From an optimization exercise on the open Yosys and OpenROAD flow, aimed at small area and a short achievable clock period; shortcuts taken in it are not production practice. RTL that was checked went through simulation tests only; none was proved equivalent to the original.

==> job 4959: inputs <==
## Unsigned_Array_Multiplier_32_Bit_Top
module Unsigned_Array_Multiplier_32_Bit_Top (
    input         Clock_In,
    input         Enable_In,
    input  [31:0] Data_A_In,
    input  [31:0] Data_B_In,
    output [63:0] Multiplied_Result_Out
);
reg  [31:0] Data_A_Reg;
wire [10:0] S1_In, S2_In, S3_In, S4_In;
wire [9:0]  Neg_In;
reg  [10:0] S1_Reg, S2_Reg, S3_Reg, S4_Reg;
reg  [9:0]  Neg_Reg;
wire [33:0] Triple_In;
reg  [33:1] Triple_Reg;
mul_booth_enc Booth_Enc_Inst (.b(Data_B_In), .en(Enable_In), .s1(S1_In), .s2(S2_In), .s3(S3_In), .s4(S4_In), .neg(Neg_In));
mul_add3a Triple_Inst (.x({1'b0, Data_A_In}), .y({Data_A_In, 1'b0}), .p(Triple_In));
reg  [63:0] Sum_Reg, Carry_Reg;
wire [63:0] Sum, Carry;
always @ (posedge Clock_In)
    begin
        Data_A_Reg <= Data_A_In;
        S1_Reg     <= S1_In;
        S2_Reg     <= S2_In;
        S3_Reg     <= S3_In;
        S4_Reg     <= S4_In;
        Neg_Reg    <= Neg_In;
        Triple_Reg <= Triple_In[33:1];
        Sum_Reg    <= Sum;
        Carry_Reg  <= Carry;
    end
Unsigned_Array_Multiplier_32_Bit Unsigned_Array_Multiplier_32_Bit_Inst (
    .a (Data_A_Reg),
    .t ({Triple_Reg, Data_A_Reg[0]}),
    .s1 (S1_Reg),
    .s2 (S2_Reg),
    .s3 (S3_Reg),
    .s4 (S4_Reg),
    .neg (Neg_Reg),
    .x (Sum),
    .y (Carry)
);
  ...
clock: 12.0 ns
lec_check: 0
cap_margin: 20
core_margin: 2
core_utilization: 50
slew_margin: 70
synth_hierarchical: 1
synth_minimum_keep_size: 0
run.sh (not shown) runs the stock make flow with config.mk's settings and CLKGATE_MAP_FILE= SYNTH_SCRIPT=/design/flow/synth_recipe.tcl, a recipe that flattens the netlist after the stock synthesis.
==> job 8999 (differences from job 4959) <==
==> flow/flow/run.sh (new file) <==
#!/bin/bash
# Own layout flow: the standard ORFS layout (standard.sh, with the standard
# synthesis unchanged); the only change is the cell used for the port buffers
# (buf_2 instead of the default pick, a slow delay buffer). make's full output
# goes to make.log in the work folder; ORFS's per-step logs stay in orfs/logs/.
set -euo pipefail
export BUFFER_PORTS_ARGS="-buffer_cell sky130_fd_sc_hd__buf_2"
bash standard.sh finish > make.log 2>&1
==> flow/standard.sh (new file) <==
#!/bin/bash
# synth_recipe.tcl (not shown) runs the flow's synth.tcl, then flattens the netlist and writes it again
# the make line also repeats each setting of config.mk as NAME=value (left out here)
make -C /OpenROAD-flow-scripts/flow DESIGN_CONFIG=/design/flow/config.mk WORK_HOME=/design/flow/orfs CLKGATE_MAP_FILE= SYNTH_SCRIPT=/design/flow/synth_recipe.tcl "${@:-finish}"
removed: flow/run.sh
==> summary.txt <==
Outcome
  – Outcome: timing/DRC/antenna clean

Layout
  – Area of the multi-input gates: 24000 um^2
  – Data buffer area share: 0.0653
  – Share of cells above drive strength 1: 0.323

STA
  – Fmax: 184 MHz

Place
  – HPWL Detailed: 74.4 mm

Clocking
  – Clk latency of the worst-skew pair: 0.57 ns

Critical path
  – Reg2Reg Launch Point: Data_A_Reg[20]$_DFF_P_
the above is filed under job 8999

==> summary.txt <==
Outcome
  – Outcome: timing/DRC/antenna clean

Place
  – HPWL Detailed: 76.9 mm

Layout
  – Share of cells above drive strength 1: 0.282
  – Data buffer area share: 0.0896

Floorplan
  – Core ar.: 61900 um^2
  – I/O pin total: 130

STA
  – Unrepaired setup endpoints after global routing: false

Critical path
  – Reg2Reg Launch Point: S2_Reg[2]$_DFF_P_
the above is filed under job 4959

No functional check of the RTL was part of any run of this note.

---

==> inputs of job 5110 <==
Another version of the RTL of Unsigned_Array_Multiplier_32_Bit_Top (not shown whole).
make LEC_CHECK=0 CAP_MARGIN=20 CORE_MARGIN=2 CORE_UTILIZATION=60 SLEW_MARGIN=20 SYNTH_HIERARCHICAL=1 SYNTH_MINIMUM_KEEP_SIZE=0 finish   # period 12.0 ns
Stock flow here: none of the scripts above is used.
==> inputs of job 9513, as changes to job 5110 <==
--- a/flow/design.v
+++ b/flow/design.v
@@ -1,12 +1,13 @@
 module Unsigned_Array_Multiplier_32_Bit (
     input  [31:0] a,
     input  [15:0] one,
     input  [15:0] two,
     input  [15:0] neg,
-    output [63:0] p
+    output [63:0] x,
+    output [63:0] y
 );
 wire pp1;
 wire pp2;
 wire pp3;
 wire pp4;
 wire pp5;
@@ -2732,17 +2733,14 @@
 mul_ha us1617 (.a(c1610), .b(s1615), .s(s1617), .co(c1618));
 mul_fa us1619 (.a(ns510), .b(pp574), .c(pp542), .s(s1619), .co(c1620));
 mul_fa us1621 (.a(c1614), .b(s1619), .c(c1616), .s(s1621), .co(c1622));
 mul_fa us1623 (.a(1'b1), .b(pp575), .c(pp543), .s(s1623), .co(c1624));
 mul_ha us1625 (.a(c1620), .b(s1623), .s(s1625), .co(c1626));
 mul_fa us1627 (.a(ns544), .b(pp576), .c(c1624), .s(s1627), .co(c1628));
-wire [63:0] x = {c1626, s1625, c1618, s1617, c1606, s1605, c1590, s1589, c1570, s1569, c1546, s1545, c1518, s1517, c1486, s1485, c1450, s1449, c1410, s1409, c1366, s1365, c1318, s1317, c1266, s1265, c1210, s1209, c1150, c1118, s1117, c1056, c1026, c996, c968, s965, c914, c888, c864, c840, c818, c796, c776, c756, s753, c720, c704, c688, c674, c660, s657, c636, c626, s623, s613, c600, s597, s591, s585, s581, c578, pp35, pp2, neg[0]};
-wire [63:0] y = {s1627, c1622, s1621, c1612, s1611, c1598, s1597, c1580, s1579, c1558, s1557, c1532, s1531, c1502, s1501, c1468, s1467, c1430, s1429, c1388, s1387, c1342, s1341, c1292, s1291, c1238, s1237, c1180, s1179, s1149, c1086, s1085, s1055, s1025, s995, s967, s939, s913, s887, s863, s839, s817, s795, s775, s755, s737, s719, s703, s687, s673, s659, s647, s635, s625, s615, s607, s599, s593, s587, s583, s579, s577, 1'b0, pp1};
-wire [64:0] sum;
-mul_add64 fin (.x(x), .y(y), .p(sum));
-assign p = sum[63:0];
+assign x = {c1626, s1625, c1618, s1617, c1606, s1605, c1590, s1589, c1570, s1569, c1546, s1545, c1518, s1517, c1486, s1485, c1450, s1449, c1410, s1409, c1366, s1365, c1318, s1317, c1266, s1265, c1210, s1209, c1150, c1118, s1117, c1056, c1026, c996, c968, s965, c914, c888, c864, c840, c818, c796, c776, c756, s753, c720, c704, c688, c674, c660, s657, c636, c626, s623, s613, c600, s597, s591, s585, s581, c578, pp35, pp2, neg[0]};
+assign y = {s1627, c1622, s1621, c1612, s1611, c1598, s1597, c1580, s1579, c1558, s1557, c1532, s1531, c1502, s1501, c1468, s1467, c1430, s1429, c1388, s1387, c1342, s1341, c1292, s1291, c1238, s1237, c1180, s1179, s1149, c1086, s1085, s1055, s1025, s995, s967, s939, s913, s887, s863, s839, s817, s795, s775, s755, s737, s719, s703, s687, s673, s659, s647, s635, s625, s615, s607, s599, s593, s587, s583, s579, s577, 1'b0, pp1};
 endmodule
 module mul_add64 (input [63:0] x, input [63:0] y, output [64:0] p);
 wire [63:0] g0, p0;
 mul_ha h0 (.a(x[0]), .b(y[0]), .s(p0[0]), .co(g0[0]));
 mul_ha h1 (.a(x[1]), .b(y[1]), .s(p0[1]), .co(g0[1]));
 mul_ha h2 (.a(x[2]), .b(y[2]), .s(p0[2]), .co(g0[2]));
@@ -3219,25 +3217,29 @@
     output [63:0] Multiplied_Result_Out
 );
 reg  [31:0] Data_A_Reg;
 wire [15:0] One_In, Two_In, Neg_In;
 reg  [15:0] One_Reg, Two_Reg, Neg_Reg;
 mul_booth_enc Booth_Enc_Inst (.b(Data_B_In), .en(Enable_In), .one(One_In), .two(Two_In), .neg(Neg_In));
-reg  [63:0] Result_Reg;
-wire [63:0] Product;
+reg  [63:0] Sum_Reg, Carry_Reg;
+wire [63:0] Sum, Carry;
 always @ (posedge Clock_In)
     begin
         Data_A_Reg <= Data_A_In;
         One_Reg    <= One_In;
         Two_Reg    <= Two_In;
         Neg_Reg    <= Neg_In;
-        Result_Reg <= Product;
+        Sum_Reg    <= Sum;
+        Carry_Reg  <= Carry;
     end
 Unsigned_Array_Multiplier_32_Bit Unsigned_Array_Multiplier_32_Bit_Inst (
     .a (Data_A_Reg),
     .one (One_Reg),
     .two (Two_Reg),
     .neg (Neg_Reg),
-    .p (Product)
+    .x (Sum),
+    .y (Carry)
 );
-assign Multiplied_Result_Out = Result_Reg;
+wire [64:0] Result_Sum;
+mul_add64 Final_Add_Inst (.x(Sum_Reg), .y(Carry_Reg), .p(Result_Sum));
+assign Multiplied_Result_Out = Result_Sum[63:0];
 endmodule
--- a/flow/config.mk
+++ b/flow/config.mk
@@ -5,9 +5,9 @@
 export SDC_FILE = /design/flow/constraint.sdc
 export NUM_CORES = 4
 export LEC_CHECK = 0
 export CAP_MARGIN = 20
 export CORE_MARGIN = 2
 export CORE_UTILIZATION = 60
-export SLEW_MARGIN = 20
+export SLEW_MARGIN = 70
 export SYNTH_HIERARCHICAL = 1
 export SYNTH_MINIMUM_KEEP_SIZE = 0
==> notes <==
In job 5110 the die area is lower than in job 9513, by 6.8%.
Of job 5110 and job 9513, job 9513 has the higher cell count (gap 4.2%, measured against job 9513).
In job 9513 the hold slack is lower than in job 5110, by 0.42 ns.
Between job 9513 and job 5110, the lower register-to-register slack is in job 5110 (gap 3.2 ns).
In job 9513 the synthesized cell count is larger than in job 5110, by 7.7%.
No run of this note included a check of the RTL's function; only the layout flow was run.

---

==> wip/sierra: inputs <==
Another version of the RTL of Unsigned_Array_Multiplier_32_Bit_Top (not shown whole).
==> flow/config.mk <==
export PLATFORM = sky130hd
export DESIGN_NAME = Unsigned_Array_Multiplier_32_Bit_Top
export DESIGN_NICKNAME = Unsigned_Array_Multiplier_32_Bit_Top
export VERILOG_FILES = /design/flow/design.v
export SDC_FILE = /design/flow/constraint.sdc
export NUM_CORES = 4
export LEC_CHECK = 0
export CAP_MARGIN = 20
export CORE_MARGIN = 2
export CORE_UTILIZATION = 60
export SLEW_MARGIN = 70
export SYNTH_HIERARCHICAL = 1
export SYNTH_MINIMUM_KEEP_SIZE = 0
==> flow/constraint.sdc <==
create_clock -name core_clock -period 12.0 [get_ports {Clock_In}]
set_input_delay 2.4000 -clock core_clock [delete_from_list [all_inputs] [get_ports {Clock_In}]]
set_output_delay 2.4000 -clock core_clock [all_outputs]
set_load 0.01 [all_outputs]
standard.sh (not shown) runs the stock make flow with config.mk's settings and CLKGATE_MAP_FILE= SYNTH_SCRIPT=/design/flow/synth_recipe.tcl, a recipe that flattens the netlist after the stock synthesis.
==> flow/flow/run.sh <==
#!/bin/bash
# Own layout flow: the standard ORFS layout (standard.sh, standard synthesis
# unchanged), with area recovery on paths that have slack at global routing
# (RECOVER_POWER, cells may change footprint), and faster port buffers.
# Every tool's output goes to make.log in the work folder; ORFS's own per-step
# logs stay under orfs/logs/.
set -euo pipefail
export RECOVER_POWER=100
export BUFFER_PORTS_ARGS="-buffer_cell sky130_fd_sc_hd__buf_2"
bash standard.sh MATCH_CELL_FOOTPRINT=0 finish > make.log 2>&1
==> wip/indigo: changes against wip/sierra <==
==> flow/run.sh (new file) <==
#!/bin/bash
# synth_recipe.tcl (not shown) runs the flow's synth.tcl, then flattens the netlist and writes it again
# the make line also repeats each setting of config.mk as NAME=value (left out here)
make -C /OpenROAD-flow-scripts/flow DESIGN_CONFIG=/design/flow/config.mk WORK_HOME=/design/flow/orfs CLKGATE_MAP_FILE= SYNTH_SCRIPT=/design/flow/synth_recipe.tcl finish
removed: flow/flow/run.sh
removed: flow/standard.sh
==> results by group <==
Status
  • Run status: timing/DRC/antenna clean

Timing
  • Fin Clk Skew: 14.7 ps

Clock tree
  • Skew-Pair Late Insertion Delay: 560 ps

Placement
  • GPL Wtd Cong: 0.927

Setup path
  • Worst-case reg-to-reg path depth: 12
  • CP endpoint: Multiplied_Result_Out[61]
  • Reg2reg setup slack: 7450 ps
the above is filed under wip/indigo

==> results by group <==
Status
  • Run status: complete, but fails checks
  • SO Faults: max-capacitance violations, max-slew violations

Timing
  • Final slew viol count: 118
  • Fin Clk Skew: 18.7 ps
  • Hold WS: 819 ps

Clock tree
  • Skew-Pair Late Insertion Delay: 570 ps
  • Num CTS Buffers: 27

Setup path
  • Crit-path slowest cell: a21oi_1
  • Reg2reg setup slack: 5830 ps
  • CP endpoint: Multiplied_Result_Out[63]

Job
  • Max-Cap Viols: 3
the above is filed under wip/sierra

No functional check of the RTL was part of any run of this note.

---

==> job 9680 <==
Unsigned_Array_Multiplier_32_Bit_Top, a different RTL version from the one above (not shown whole).
// Unsigned_Array_Multiplier_32_Bit_Top
module Unsigned_Array_Multiplier_32_Bit_Top (
    input         Clock_In,
    input         Enable_In,
    input  [31:0] Data_A_In,
    input  [31:0] Data_B_In,
    output [63:0] Multiplied_Result_Out
);
==> flow/config.mk <==
export PLATFORM = sky130hd
export DESIGN_NAME = Unsigned_Array_Multiplier_32_Bit_Top
export DESIGN_NICKNAME = Unsigned_Array_Multiplier_32_Bit_Top
export VERILOG_FILES = /design/flow/design.v
export SDC_FILE = /design/flow/constraint.sdc
export NUM_CORES = 4
export LEC_CHECK = 0
export CAP_MARGIN = 20
export CORE_MARGIN = 2
export CORE_UTILIZATION = 50
export SLEW_MARGIN = 70
export SYNTH_HIERARCHICAL = 1
export SYNTH_MINIMUM_KEEP_SIZE = 0
==> flow/constraint.sdc <==
create_clock -name core_clock -period 12.0 [get_ports {Clock_In}]
set_input_delay 2.4000 -clock core_clock [delete_from_list [all_inputs] [get_ports {Clock_In}]]
set_output_delay 2.4000 -clock core_clock [all_outputs]
set_load 0.01 [all_outputs]
==> flow/flow/run.sh <==
#!/bin/bash
# Own layout flow: the standard ORFS layout (standard.sh, with the standard
# synthesis unchanged) with two changes: the port buffers are buf_2 (instead of
# the default pick, a slow delay buffer), and after floorplanning the
# combinational cells that synthesis upsized are set back to drive 1
# (flow/downsize.tcl); placement's repair_design then fixes slew/capacitance.
# make's full output goes to make.log in the work folder; ORFS's per-step logs
# stay in orfs/logs/.
set -euo pipefail
export BUFFER_PORTS_ARGS="-buffer_cell sky130_fd_sc_hd__buf_2"
export POST_FLOORPLAN_TCL="$PWD/flow/downsize.tcl"
bash standard.sh finish > make.log 2>&1
==> flow/flow/downsize.tcl <==
set db [ord::get_db]
set block [ord::get_db_block]
set n 0
foreach inst [$block getInsts] {
  set m [[$inst getMaster] getName]
  if {![regexp {^(sky130_fd_sc_hd__([a-z0-9]+))_([0-9]+)$} $m -> base fn size]} { continue }
  if {$size eq "1" || $size eq "0"} { continue }
  if {[regexp {^(df|dl|sdf|edf|buf|clk|inv|dly|conb|tap|fill|decap|ha$|fa$|probe|lpflow)} $fn]} { continue }
  set new [$db findMaster "${base}_1"]
  if {$new eq "NULL"} { continue }
  $inst swapMaster $new
  incr n
}
puts "downsize.tcl: set $n cells to drive 1"
==> job 1174 (differences from job 9680) <==
--- a/flow/flow/run.sh
+++ b/flow/flow/run.sh
@@ -4,9 +4,11 @@
 # the default pick, a slow delay buffer), and after floorplanning the
 # combinational cells that synthesis upsized are set back to drive 1
 # (flow/downsize.tcl); placement's repair_design then fixes slew/capacitance.
+# Timing repair aims at a setup slack margin of 7.5 ns (a 4.5 ns period).
 # make's full output goes to make.log in the work folder; ORFS's per-step logs
 # stay in orfs/logs/.
 set -euo pipefail
 export BUFFER_PORTS_ARGS="-buffer_cell sky130_fd_sc_hd__buf_2"
+export SETUP_SLACK_MARGIN=7.5
 export POST_FLOORPLAN_TCL="$PWD/flow/downsize.tcl"
 bash standard.sh finish > make.log 2>&1
==> results.sh <==
export IMPL_r2r_cells=14
export IMPL_dpl_hpwl_mm=71.47
export IMPL_final_area_sq_mm=0.03314
export IMPL_layout_cells_non_filler=3722
export IMPL_crit_chain="nand2_4, o21ai_4, buf_6, inv_4, o21ai_4, a21oi_2, xnor2_2, buf_2"
export IMPL_fin_skew_ps=29.65
export IMPL_status="timing/DRC/antenna clean"
# the run above: job 1174

==> results.sh <==
export IMPL_status="timing/DRC/antenna clean"
export IMPL_dpl_cell_area_sq_mm=0.02970
export IMPL_area_share_nonclk_buffers_pct=7.335
export IMPL_final_area_sq_mm=0.03105
export IMPL_crit_chain="inv_1, a21oi_2, inv_1, a21oi_2, o21ai_1, a21oi_1, xnor2_1, buf_2"
export IMPL_dpl_hpwl_mm=73.19
export IMPL_r2r_cells=13
export IMPL_layout_cells_non_filler=3682
# the run above: job 9680

-- separate check: timing with driven ports --
The results above use ideal ports. As a check the final layouts listed here were re-extracted and re-timed, cells and wires unchanged.
Step 1 (the two cells are an assumption about what drives the block):
set clk [get_ports {Clock_In}]
set_driving_cell -lib_cell sky130_fd_sc_hd__clkbuf_16 $clk
set_driving_cell -lib_cell sky130_fd_sc_hd__buf_2 [delete_from_list [all_inputs] $clk]
Step 2, shift: input delay + t, output delay - t, t = (earliest + latest rising clock arrival at the registers) / 2. This alone moves slack from input paths to output paths.
a / b / c = ideal / step 1 / step 2; a / b = the first two.
| run | t (ns) | setup slack, ns | hold slack, ns | clock arrival spread, ns | cell pins on the clock port's net |
|---|---|---|---|---|---|
| job 4959 | 0.631 | 6.100 / 6.042 / 6.673 | 0.694 / 0.694 / 0.694 | 0.011 / 0.010 | 1 |
| job 8999 | 0.626 | 6.558 / 6.497 / 7.123 | 0.730 / 0.730 / 0.730 | 0.018 / 0.018 | 1 |
| job 5110 | 0.553 | 4.213 / 4.213 / 4.213 | 1.064 / 1.064 / 1.064 | 0.024 / 0.024 | 1 |
| job 9513 | 0.617 | 4.966 / 4.902 / 5.519 | 0.642 / 0.642 / 0.642 | 0.023 / 0.023 | 1 |
| wip/sierra | 0.615 | 5.516 / 5.458 / 5.832 | 0.819 / 0.819 / 0.819 | 0.019 / 0.019 | 1 |
| wip/indigo | 0.615 | 6.187 / 6.124 / 6.739 | 0.715 / 0.715 / 0.715 | 0.015 / 0.015 | 1 |
| job 9680 | 0.662 | 6.899 / 6.835 / 7.160 | 0.803 / 0.803 / 0.803 | 0.013 / 0.012 | 1 |
| job 1174 | 0.656 | 7.433 / 7.366 / 7.267 | 0.785 / 0.785 / 0.785 | 0.034 / 0.034 | 1 |
For job 1174, which loses most, drivers alone change the setup slack by -0.067 ns; drivers and shift together by -0.166 ns.
